From an optimization exercise on the open Yosys and OpenROAD flow, aimed at small area and a short achievable clock period; shortcuts taken in it are not production practice. No functional check of the RTL was part of this run. Power figures rest on the tool's default switching activity, not on a simulated workload.

==> flow/design.v <==
`timescale 1ns/1ps
module fir_filter #(
    parameter DATA_WIDTH = 16,
    parameter TAPS       = 8
)(
    input  wire                      clk,
    input  wire                      rst,
    input  wire [DATA_WIDTH-1:0]     s_axis_tdata,
    input  wire                      s_axis_tvalid,
    output wire                      s_axis_tready,   
    input  wire                      s_axis_tlast,
    output reg  [DATA_WIDTH-1:0]     m_axis_tdata,
    output reg                       m_axis_tvalid,
    input  wire                      m_axis_tready,   
    output reg                       m_axis_tlast
);
    reg [15:0] s0, s1, t, r1, r2, r3, r4, r5, r6;
    reg       flushing;
    reg [2:0] flush_count;
    assign s_axis_tready = !flushing;
    wire step = s_axis_tvalid | flushing;
    wire [15:0] x = flushing ? 16'd0 : s_axis_tdata;
    wire [15:0] y, nt, n1, n2, n3, n4, n5;
    fir_add3_15 a_y (.a(s0[14:0]), .b({s1[13:0], 1'b0}), .c(r1[15:1]), .s(y[15:1]));
    assign y[0] = r1[0];
    fir_add15 a_t (.a(s0[14:0]), .b(s0[15:1]), .s(nt[15:1]));
    assign nt[0] = s0[0];
    fir_add15 a_1 (.a(t[14:0]), .b(r2[15:1]), .s(n1[15:1]));
    assign n1[0] = r2[0];
    fir_add13 a_2 (.a(s1[12:0]), .b(r3[15:3]), .s(n2[15:3]));
    assign n2[2:0] = r3[2:0];
    fir_add15 a_3 (.a(t[14:0]), .b(r4[15:1]), .s(n3[15:1]));
    assign n3[0] = r4[0];
    fir_add14 a_4 (.a(s1[13:0]), .b(r5[15:2]), .s(n4[15:2]));
    assign n4[1:0] = r5[1:0];
    fir_add15 a_5 (.a(s1[14:0]), .b(r6[15:1]), .s(n5[15:1]));
    assign n5[0] = r6[0];
    always @(posedge clk) begin
        m_axis_tdata <= y;
        if (rst) begin
            s0 <= 0; s1 <= 0; t <= 0;
            r1 <= 0; r2 <= 0; r3 <= 0; r4 <= 0; r5 <= 0; r6 <= 0;
        end else if (step) begin
            s0 <= x;
            s1 <= s0;
            t  <= nt;
            r1 <= n1;
            r2 <= n2;
            r3 <= n3;
            r4 <= n4;
            r5 <= n5;
            r6 <= s1;
        end
        if (rst) begin
            m_axis_tvalid <= 0;
            m_axis_tlast  <= 0;
            flushing      <= 0;
            flush_count   <= 0;
        end else begin
            m_axis_tvalid <= step;
            m_axis_tlast  <= flushing && flush_count == 0;
            if (!flushing) begin
                if (s_axis_tvalid && s_axis_tlast) begin
                    flushing    <= 1;
                    flush_count <= 3'd7;
                end
            end else begin
                if (flush_count == 0)
                    flushing <= 0;
                flush_count <= flush_count - 1'b1;
            end
        end
    end
endmodule
module fir_add3_15 (
    input  wire [14:0] a,
    input  wire [14:0] b,
    input  wire [14:0] c,
    output wire [14:0] s
);
    wire [14:0] hs = a ^ b ^ c;
    wire [14:0] hc = (a & b) | (a & c) | (b & c);
    fir_add15 add (.a(hs), .b({hc[13:0], 1'b0}), .s(s));
endmodule
module fir_add13 (
    input  wire [12:0] a,
    input  wire [12:0] b,
    output wire [12:0] s
);
    wire [12:0] p0 = a ^ b;
    wire [12:0] g0 = a & b;
    wire g1_1 = g0[1] | (p0[1] & g0[0]);
    wire p1_1 = p0[1] & p0[0];
    wire g1_3 = g0[3] | (p0[3] & g0[2]);
    wire p1_3 = p0[3] & p0[2];
    wire g1_5 = g0[5] | (p0[5] & g0[4]);
    wire p1_5 = p0[5] & p0[4];
    wire g1_7 = g0[7] | (p0[7] & g0[6]);
    wire p1_7 = p0[7] & p0[6];
    wire g1_9 = g0[9] | (p0[9] & g0[8]);
    wire p1_9 = p0[9] & p0[8];
    wire g1_11 = g0[11] | (p0[11] & g0[10]);
    wire p1_11 = p0[11] & p0[10];
    wire g2_2 = g0[2] | (p0[2] & g1_1);
    wire p2_2 = p0[2] & p1_1;
    wire g2_3 = g1_3 | (p1_3 & g1_1);
    wire p2_3 = p1_3 & p1_1;
    wire g2_6 = g0[6] | (p0[6] & g1_5);
    wire p2_6 = p0[6] & p1_5;
    wire g2_7 = g1_7 | (p1_7 & g1_5);
    wire p2_7 = p1_7 & p1_5;
    wire g2_10 = g0[10] | (p0[10] & g1_9);
    wire p2_10 = p0[10] & p1_9;
    wire g2_11 = g1_11 | (p1_11 & g1_9);
    wire p2_11 = p1_11 & p1_9;
    wire g3_4 = g0[4] | (p0[4] & g2_3);
    wire p3_4 = p0[4] & p2_3;
    wire g3_5 = g1_5 | (p1_5 & g2_3);
    wire p3_5 = p1_5 & p2_3;
    wire g3_6 = g2_6 | (p2_6 & g2_3);
    wire p3_6 = p2_6 & p2_3;
    wire g3_7 = g2_7 | (p2_7 & g2_3);
    wire p3_7 = p2_7 & p2_3;
    wire g3_12 = g0[12] | (p0[12] & g2_11);
    wire p3_12 = p0[12] & p2_11;
    wire g4_8 = g0[8] | (p0[8] & g3_7);
    wire p4_8 = p0[8] & p3_7;
    wire g4_9 = g1_9 | (p1_9 & g3_7);
    wire p4_9 = p1_9 & p3_7;
    wire g4_10 = g2_10 | (p2_10 & g3_7);
    wire p4_10 = p2_10 & p3_7;
    wire g4_11 = g2_11 | (p2_11 & g3_7);
    wire p4_11 = p2_11 & p3_7;
    wire g4_12 = g3_12 | (p3_12 & g3_7);
    wire p4_12 = p3_12 & p3_7;
    assign s[0] = p0[0];
    assign s[1] = p0[1] ^ g0[0];
    assign s[2] = p0[2] ^ g1_1;
    assign s[3] = p0[3] ^ g2_2;
    assign s[4] = p0[4] ^ g2_3;
    assign s[5] = p0[5] ^ g3_4;
    assign s[6] = p0[6] ^ g3_5;
    assign s[7] = p0[7] ^ g3_6;
    assign s[8] = p0[8] ^ g3_7;
    assign s[9] = p0[9] ^ g4_8;
    assign s[10] = p0[10] ^ g4_9;
    assign s[11] = p0[11] ^ g4_10;
    assign s[12] = p0[12] ^ g4_11;
endmodule
module fir_add14 (
    input  wire [13:0] a,
    input  wire [13:0] b,
    output wire [13:0] s
);
    wire [13:0] p0 = a ^ b;
    wire [13:0] g0 = a & b;
    wire g1_1 = g0[1] | (p0[1] & g0[0]);
    wire p1_1 = p0[1] & p0[0];
    wire g1_3 = g0[3] | (p0[3] & g0[2]);
    wire p1_3 = p0[3] & p0[2];
    wire g1_5 = g0[5] | (p0[5] & g0[4]);
    wire p1_5 = p0[5] & p0[4];
    wire g1_7 = g0[7] | (p0[7] & g0[6]);
    wire p1_7 = p0[7] & p0[6];
    wire g1_9 = g0[9] | (p0[9] & g0[8]);
    wire p1_9 = p0[9] & p0[8];
    wire g1_11 = g0[11] | (p0[11] & g0[10]);
    wire p1_11 = p0[11] & p0[10];
    wire g1_13 = g0[13] | (p0[13] & g0[12]);
    wire p1_13 = p0[13] & p0[12];
    wire g2_2 = g0[2] | (p0[2] & g1_1);
    wire p2_2 = p0[2] & p1_1;
    wire g2_3 = g1_3 | (p1_3 & g1_1);
    wire p2_3 = p1_3 & p1_1;
    wire g2_6 = g0[6] | (p0[6] & g1_5);
    wire p2_6 = p0[6] & p1_5;
    wire g2_7 = g1_7 | (p1_7 & g1_5);
    wire p2_7 = p1_7 & p1_5;
    wire g2_10 = g0[10] | (p0[10] & g1_9);
    wire p2_10 = p0[10] & p1_9;
    wire g2_11 = g1_11 | (p1_11 & g1_9);
    wire p2_11 = p1_11 & p1_9;
    wire g3_4 = g0[4] | (p0[4] & g2_3);
    wire p3_4 = p0[4] & p2_3;
    wire g3_5 = g1_5 | (p1_5 & g2_3);
    wire p3_5 = p1_5 & p2_3;
    wire g3_6 = g2_6 | (p2_6 & g2_3);
    wire p3_6 = p2_6 & p2_3;
    wire g3_7 = g2_7 | (p2_7 & g2_3);
    wire p3_7 = p2_7 & p2_3;
    wire g3_12 = g0[12] | (p0[12] & g2_11);
    wire p3_12 = p0[12] & p2_11;
    wire g3_13 = g1_13 | (p1_13 & g2_11);
    wire p3_13 = p1_13 & p2_11;
    wire g4_8 = g0[8] | (p0[8] & g3_7);
    wire p4_8 = p0[8] & p3_7;
    wire g4_9 = g1_9 | (p1_9 & g3_7);
    wire p4_9 = p1_9 & p3_7;
    wire g4_10 = g2_10 | (p2_10 & g3_7);
    wire p4_10 = p2_10 & p3_7;
    wire g4_11 = g2_11 | (p2_11 & g3_7);
    wire p4_11 = p2_11 & p3_7;
    wire g4_12 = g3_12 | (p3_12 & g3_7);
    wire p4_12 = p3_12 & p3_7;
    wire g4_13 = g3_13 | (p3_13 & g3_7);
    wire p4_13 = p3_13 & p3_7;
    assign s[0] = p0[0];
    assign s[1] = p0[1] ^ g0[0];
    assign s[2] = p0[2] ^ g1_1;
    assign s[3] = p0[3] ^ g2_2;
    assign s[4] = p0[4] ^ g2_3;
    assign s[5] = p0[5] ^ g3_4;
    assign s[6] = p0[6] ^ g3_5;
    assign s[7] = p0[7] ^ g3_6;
    assign s[8] = p0[8] ^ g3_7;
    assign s[9] = p0[9] ^ g4_8;
    assign s[10] = p0[10] ^ g4_9;
    assign s[11] = p0[11] ^ g4_10;
    assign s[12] = p0[12] ^ g4_11;
    assign s[13] = p0[13] ^ g4_12;
endmodule
module fir_add15 (
    input  wire [14:0] a,
    input  wire [14:0] b,
    output wire [14:0] s
);
    wire [14:0] p0 = a ^ b;
    wire [14:0] g0 = a & b;
    wire g1_1 = g0[1] | (p0[1] & g0[0]);
    wire p1_1 = p0[1] & p0[0];
    wire g1_3 = g0[3] | (p0[3] & g0[2]);
    wire p1_3 = p0[3] & p0[2];
    wire g1_5 = g0[5] | (p0[5] & g0[4]);
    wire p1_5 = p0[5] & p0[4];
    wire g1_7 = g0[7] | (p0[7] & g0[6]);
    wire p1_7 = p0[7] & p0[6];
    wire g1_9 = g0[9] | (p0[9] & g0[8]);
    wire p1_9 = p0[9] & p0[8];
    wire g1_11 = g0[11] | (p0[11] & g0[10]);
    wire p1_11 = p0[11] & p0[10];
    wire g1_13 = g0[13] | (p0[13] & g0[12]);
    wire p1_13 = p0[13] & p0[12];
    wire g2_2 = g0[2] | (p0[2] & g1_1);
    wire p2_2 = p0[2] & p1_1;
    wire g2_3 = g1_3 | (p1_3 & g1_1);
    wire p2_3 = p1_3 & p1_1;
    wire g2_6 = g0[6] | (p0[6] & g1_5);
    wire p2_6 = p0[6] & p1_5;
    wire g2_7 = g1_7 | (p1_7 & g1_5);
    wire p2_7 = p1_7 & p1_5;
    wire g2_10 = g0[10] | (p0[10] & g1_9);
    wire p2_10 = p0[10] & p1_9;
    wire g2_11 = g1_11 | (p1_11 & g1_9);
    wire p2_11 = p1_11 & p1_9;
    wire g2_14 = g0[14] | (p0[14] & g1_13);
    wire p2_14 = p0[14] & p1_13;
    wire g3_4 = g0[4] | (p0[4] & g2_3);
    wire p3_4 = p0[4] & p2_3;
    wire g3_5 = g1_5 | (p1_5 & g2_3);
    wire p3_5 = p1_5 & p2_3;
    wire g3_6 = g2_6 | (p2_6 & g2_3);
    wire p3_6 = p2_6 & p2_3;
    wire g3_7 = g2_7 | (p2_7 & g2_3);
    wire p3_7 = p2_7 & p2_3;
    wire g3_12 = g0[12] | (p0[12] & g2_11);
    wire p3_12 = p0[12] & p2_11;
    wire g3_13 = g1_13 | (p1_13 & g2_11);
    wire p3_13 = p1_13 & p2_11;
    wire g3_14 = g2_14 | (p2_14 & g2_11);
    wire p3_14 = p2_14 & p2_11;
    wire g4_8 = g0[8] | (p0[8] & g3_7);
    wire p4_8 = p0[8] & p3_7;
    wire g4_9 = g1_9 | (p1_9 & g3_7);
    wire p4_9 = p1_9 & p3_7;
    wire g4_10 = g2_10 | (p2_10 & g3_7);
    wire p4_10 = p2_10 & p3_7;
    wire g4_11 = g2_11 | (p2_11 & g3_7);
    wire p4_11 = p2_11 & p3_7;
    wire g4_12 = g3_12 | (p3_12 & g3_7);
    wire p4_12 = p3_12 & p3_7;
    wire g4_13 = g3_13 | (p3_13 & g3_7);
    wire p4_13 = p3_13 & p3_7;
    wire g4_14 = g3_14 | (p3_14 & g3_7);
    wire p4_14 = p3_14 & p3_7;
    assign s[0] = p0[0];
    assign s[1] = p0[1] ^ g0[0];
    assign s[2] = p0[2] ^ g1_1;
    assign s[3] = p0[3] ^ g2_2;
    assign s[4] = p0[4] ^ g2_3;
    assign s[5] = p0[5] ^ g3_4;
    assign s[6] = p0[6] ^ g3_5;
    assign s[7] = p0[7] ^ g3_6;
    assign s[8] = p0[8] ^ g3_7;
    assign s[9] = p0[9] ^ g4_8;
    assign s[10] = p0[10] ^ g4_9;
    assign s[11] = p0[11] ^ g4_10;
    assign s[12] = p0[12] ^ g4_11;
    assign s[13] = p0[13] ^ g4_12;
    assign s[14] = p0[14] ^ g4_13;
endmodule
==> flow/flow/run.sh <==
#!/bin/bash
# Standard ORFS layout, with the port buffers made of plain buffers
# (buf_2) instead of delay cells, and the resizer free to swap a cell for
# one of another footprint. ORFS keeps each step's own log under orfs/logs.
set -euo pipefail
cat >> config.mk <<'EOC'
export BUFFER_PORTS_ARGS = -buffer_cell sky130_fd_sc_hd__buf_2
EOC
bash standard.sh MATCH_CELL_FOOTPRINT=0 finish > layout.log 2>&1
==> flow/standard.sh <==
#!/bin/bash
# synth_recipe.tcl (not shown) runs the flow's synth.tcl, then flattens the netlist and writes it again
# the make line also repeats each setting of config.mk as NAME=value (left out here)
make -C /OpenROAD-flow-scripts/flow DESIGN_CONFIG=/design/flow/config.mk WORK_HOME=/design/flow/orfs CLKGATE_MAP_FILE= SYNTH_SCRIPT=/design/flow/synth_recipe.tcl "${@:-finish}"
==> flow/config.mk <==
export PLATFORM = sky130hd
export DESIGN_NAME = fir_filter
export DESIGN_NICKNAME = fir_filter
export VERILOG_FILES = /design/flow/design.v
export SDC_FILE = /design/flow/constraint.sdc
export NUM_CORES = 4
export LEC_CHECK = 0
export ABC_CLOCK_PERIOD_IN_PS = 2500
export CAP_MARGIN = 20
export CORE_MARGIN = 2
export CORE_UTILIZATION = 40
export CTS_BUF_LIST = sky130_fd_sc_hd__clkbuf_8
export CTS_CLUSTER_SIZE = 30
export SETUP_SLACK_MARGIN = 4.5
export SLEW_MARGIN = 20
export BUFFER_PORTS_ARGS = -buffer_cell sky130_fd_sc_hd__buf_2
==> flow/constraint.sdc <==
create_clock -name core_clock -period 7.0 [get_ports {clk}]
set_input_delay 1.4000 -clock core_clock [delete_from_list [all_inputs] [get_ports {clk}]]
set_output_delay 1.4000 -clock core_clock [all_outputs]
set_load 0.01 [all_outputs]
==> run notes <==
[power groups by stage]
| stage | registers (mW) | clock network [mW] | logic (mW) |
|---|---|---|---|
| floorplan | 1.07 | 0 | 0.262 |
| finish | 1.05 | 0.823 | 0.411 |
| detailed placement | 1.07 | 0 | 0.348 |
| global placement | 1.07 | 0 | 0.341 |
| CTS | 1.05 | 0.838 | 0.384 |
| global route | 1.06 | 0.882 | 0.463 |
[layer usage]
layer / up-vias / wire length, um / track usage
met2: 127 / 10900 / 0.321
li1: 3929 / - / -
met3: 26 / 823 / 0.0357
met5: - / 0 / 0
met1: 3659 / 10800 / 0.243
met4: 0 / 448 / 0.0596
[stage by stage]
step           instance area (um^2)  hold WS [ps]   util  power (mW)  instances
2_1_floorplan                  9570           331      -        1.33       1092
3_5_place_dp                   9960           339  0.426        1.42       1406
3_3_place_gp                   9960           336  0.426        1.41       1406
4_1_cts                       10900           357  0.468        2.27       1467
6_report                      11500           357  0.490        2.28       1485
5_1_grt                       11500           373  0.490        2.40       1485
[repair_timing]
action                     4_1_cts  5_1_grt
gates cloned                     3        1
setup buffers                   27       17
resized for setup               81       84
pin swaps                       26       59
setup endpoints to repair      147       31
[path summary, 6_finish.rpt]
path | start | end | slack (ps)
hold reg to reg | r1[0] | m_axis_tdata[0] | 360
setup / recovery | s1[0] | m_axis_tdata[9] | 4450
setup reg to reg | s1[0] | m_axis_tdata[9] | 4450
hold / removal | r1[0] | m_axis_tdata[0] | 360
[state kept, by name (all words and copies together), names as in the netlist]
signal	cells
flushing	1
r3	16
s0	16
flush_count	3
s1	16
r1	16
r5	16
t	14
r2	16
r4	16
m_axis_tlast	1
r6	16
m_axis_tvalid	1
m_axis_tdata	16
[logic make-up (layout without fill, tap and decap cells)]
kind of cell | Yosys count | after routing | share of synthesized area
buffers and inverters | 116 | 188 | 0.0506
AND/OR/NAND/NOR | 367 | 369 | 0.173
AO/OA/AOI/OAI | 255 | 255 | 0.172
multiplexers | 16 | 16 | 0.0168
XOR/XNOR | 44 | 44 | 0.0405
adder cells (fa/ha/maj) | 130 | 130 | 0.202
flip-flops | 164 | 164 | 0.345
[cell usage in the layout (no fill, tap or decap), types with 6 or more instances in the layout]
cell,n
nand2_1,175
dfxtp_1,145
a21oi_1,98
ha_1,80
nor2_1,70
inv_1,57
buf_4,43
buf_2,35
nand3_1,34
xnor2_1,34
a211oi_1,28
fa_1,25
o21ai_0,24
clkbuf_8,21
mux2i_1,16
nor3_1,15
fa_2,15
dfxtp_4,13
a21o_1,10
inv_2,9
nand2b_1,9
xor2_1,9
o211ai_1,9
or3_1,8
ha_4,8
a21oi_2,7
o21a_1,7
and2_1,6
o31ai_1,6
a31oi_1,6
dfxtp_2,6
[critical path: cells and delay by family, from the launching register on]
kind / cells / cell delay [ps]
compound gates: 4 / 790
flops: 1 / 390
buf+inv: 3 / 180
simple gates: 1 / 60
fa+ha+maj: 3 / 1100
[layout make-up]
type / instances / area share
Clock inverter: 11 / 0.0172
Multi-Input combinational cell: 814 / 0.550
Tap cell: 319 / 0.0348
Inverter: 68 / 0.0229
Sequential cell: 164 / 0.291
Timing Repair Buffer: 89 / 0.0600
Clock buffer: 20 / 0.0240
==> flow_summary_export.csv <==
group,metric,value,unit
placed_design,place.gp.congestion,0.842,
floorplan,die-height,158,um
global_route,grt.total_usage,0.189,
layout,seqCellArea,0.00334,mm^2
route,dr.first_iter.drc_count,458,
global_route,grt_start_max_net_pins,69,
outcome,status,"complete, no violations",
layout,fillers,2253,
critical_path,critPathMaxFanout,5,
layout,nNetsFinal,1305,
synthesis,synthFlopType,"dfxtp_1",
route,wl,22900,um
sta,fin_ws,4450,ps
sta,finalClockSkew,15.4,ps
critical_path,cp_slowest_cell,"fa_2",
synthesis,synth_common_cells,"nand2_1 (177), dfxtp_1 (164), a21oi_1 (108), ha_1 (90), nor2_1 (74)",
route,dr.pass1.iters,5,
sta,fin_crit,2550,ps
synthesis,ys_ff_latch,164,
synthesis,syn_inst,1092,
power,cellLeakagePower,4.78,nW
power,p_comb_frac,0.180,
critical_path,crit_type,"reg -> reg",
synthesis,ys_warn_count,1,
floorplan,row_count,56,
sta,fmax,391,MHz
cts,numCtsBuffers,17,
synthesis,synth_top_area_share,0.345,
placed_design,io_buffers,38,
floorplan,core_region_area,0.0234,mm^2
placed_design,place_ws,3020,ps
power,power.switching,656,uW
power,ir_worst_vdd,0.000117,V
synthesis,synth_edf_count,0,
critical_path,reg2reg_depth,11,
synthesis,synth.area.top_cells,"dfxtp_1 (34%), ha_1 (12%), fa_1 (8.4%)",
route,wl_per_cell,15.5,um
sta,tns,0,ps
global_route,grt-ovfl-total,0,
route,drc,0,
power,clkPwrFrac,0.361,
critical_path,critical_path.max_stage_delay,510,ps
synthesis,yosys.area.top_type,"dfxtp_1",
layout,diodes,0,
sta,worstMarginPinSlew,741,ps
synthesis,synth.most_common_cell,"nand2_1",
job,maxCapViolations,0,
power,p_int,1.63,mW
synthesis,synth_cell_type_count,67,
critical_path,worstSetupStartpointType,"flop",
floorplan,io_pins,40,
cts,cts_buffer_depth,2,
route,ant_nets,0,
sta,setup_viol,0,
floorplan,die_area,0.0251,mm^2
critical_path,crit_top_cell,"inv_1",
hold_path,min_delay_path_depth,0,
power,p_sw_frac,0.287,
layout,multi_input_area,0.00631,mm^2
global_route,antenna_found_initial,0,
synthesis,avgSynthCellArea,8.72,um^2
route,via_per_inst,5.21,
synthesis,synthArstFlopShare,0,
sta,hold_viol_final,0,
layout,drive_above_1_share,0.205,
global_route,grt_pass1_vias,7540,
sta,drv_slew,0,
floorplan,start_util,0.407,
cts,cts_tree,"done",
hold_path,hp-class,"reg -> reg",
power,p_per_area,199,mW/mm^2
route,vias,7741,
sta,rsz0062_at_grt,"true",
sta,relSlewSlack,0.506,
critical_path,required,7420,ps
cts,cts-hold-fix-buffers,0,
layout,area_growth,20.4,%
cts,cts_root_buf,"clkbuf_8",
sta,finalCritPeriodShare,0.365,
placed_design,hpwl,14400,um
synthesis,synth_area,0.00952,mm^2
synthesis,synth_nets,1243,
critical_path,cp_cell_sequence,"inv_1 > fa_2 > inv_1 > ha_4 > a21oi_4 > nor2_4 > a211o_1 > a21o_1 > a21oi_2 > fa_1 > inv_1",
cts,insertion_delay,470,ps
global_route,grt_pass1_wl,36900,um
cts,htreeDepth,4,
power,pwr-share-seq,0.459,
cts,cts_num_sinks,164,
cts,path_clk_slew,90,ps
critical_path,crit_path_end_kind,"flop",
synthesis,ys_seq_area_frac,0.345,
critical_path,worstPathArrival,2970,ps
floorplan,die_w,158,um

==> re-timing with driven ports <==
How much do the figures lean on ideal ports? The routed layout below was timed once more, with nothing changed but the port constraints.
Step 1 assumes that a clkbuf_16 drives the clock port and a buf_2 every other input.
Step 2 times the ports against the registers' clock, not the clock port: input delays grow and output delays shrink by t, the midpoint of the rising clock arrivals with the driver on.
a / b / c = ideal / step 1 / step 2; a / b = the first two.
shift t [ns]: 0.506
slack for setup (ns): 4.445 / 4.445 / 3.958
latest minus earliest clock arrival (ns): 0.016 / 0.016
After both steps setup and hold are still met in this run. For this run, drivers alone change the setup slack by 0.000 ns; drivers and shift together by -0.487 ns.
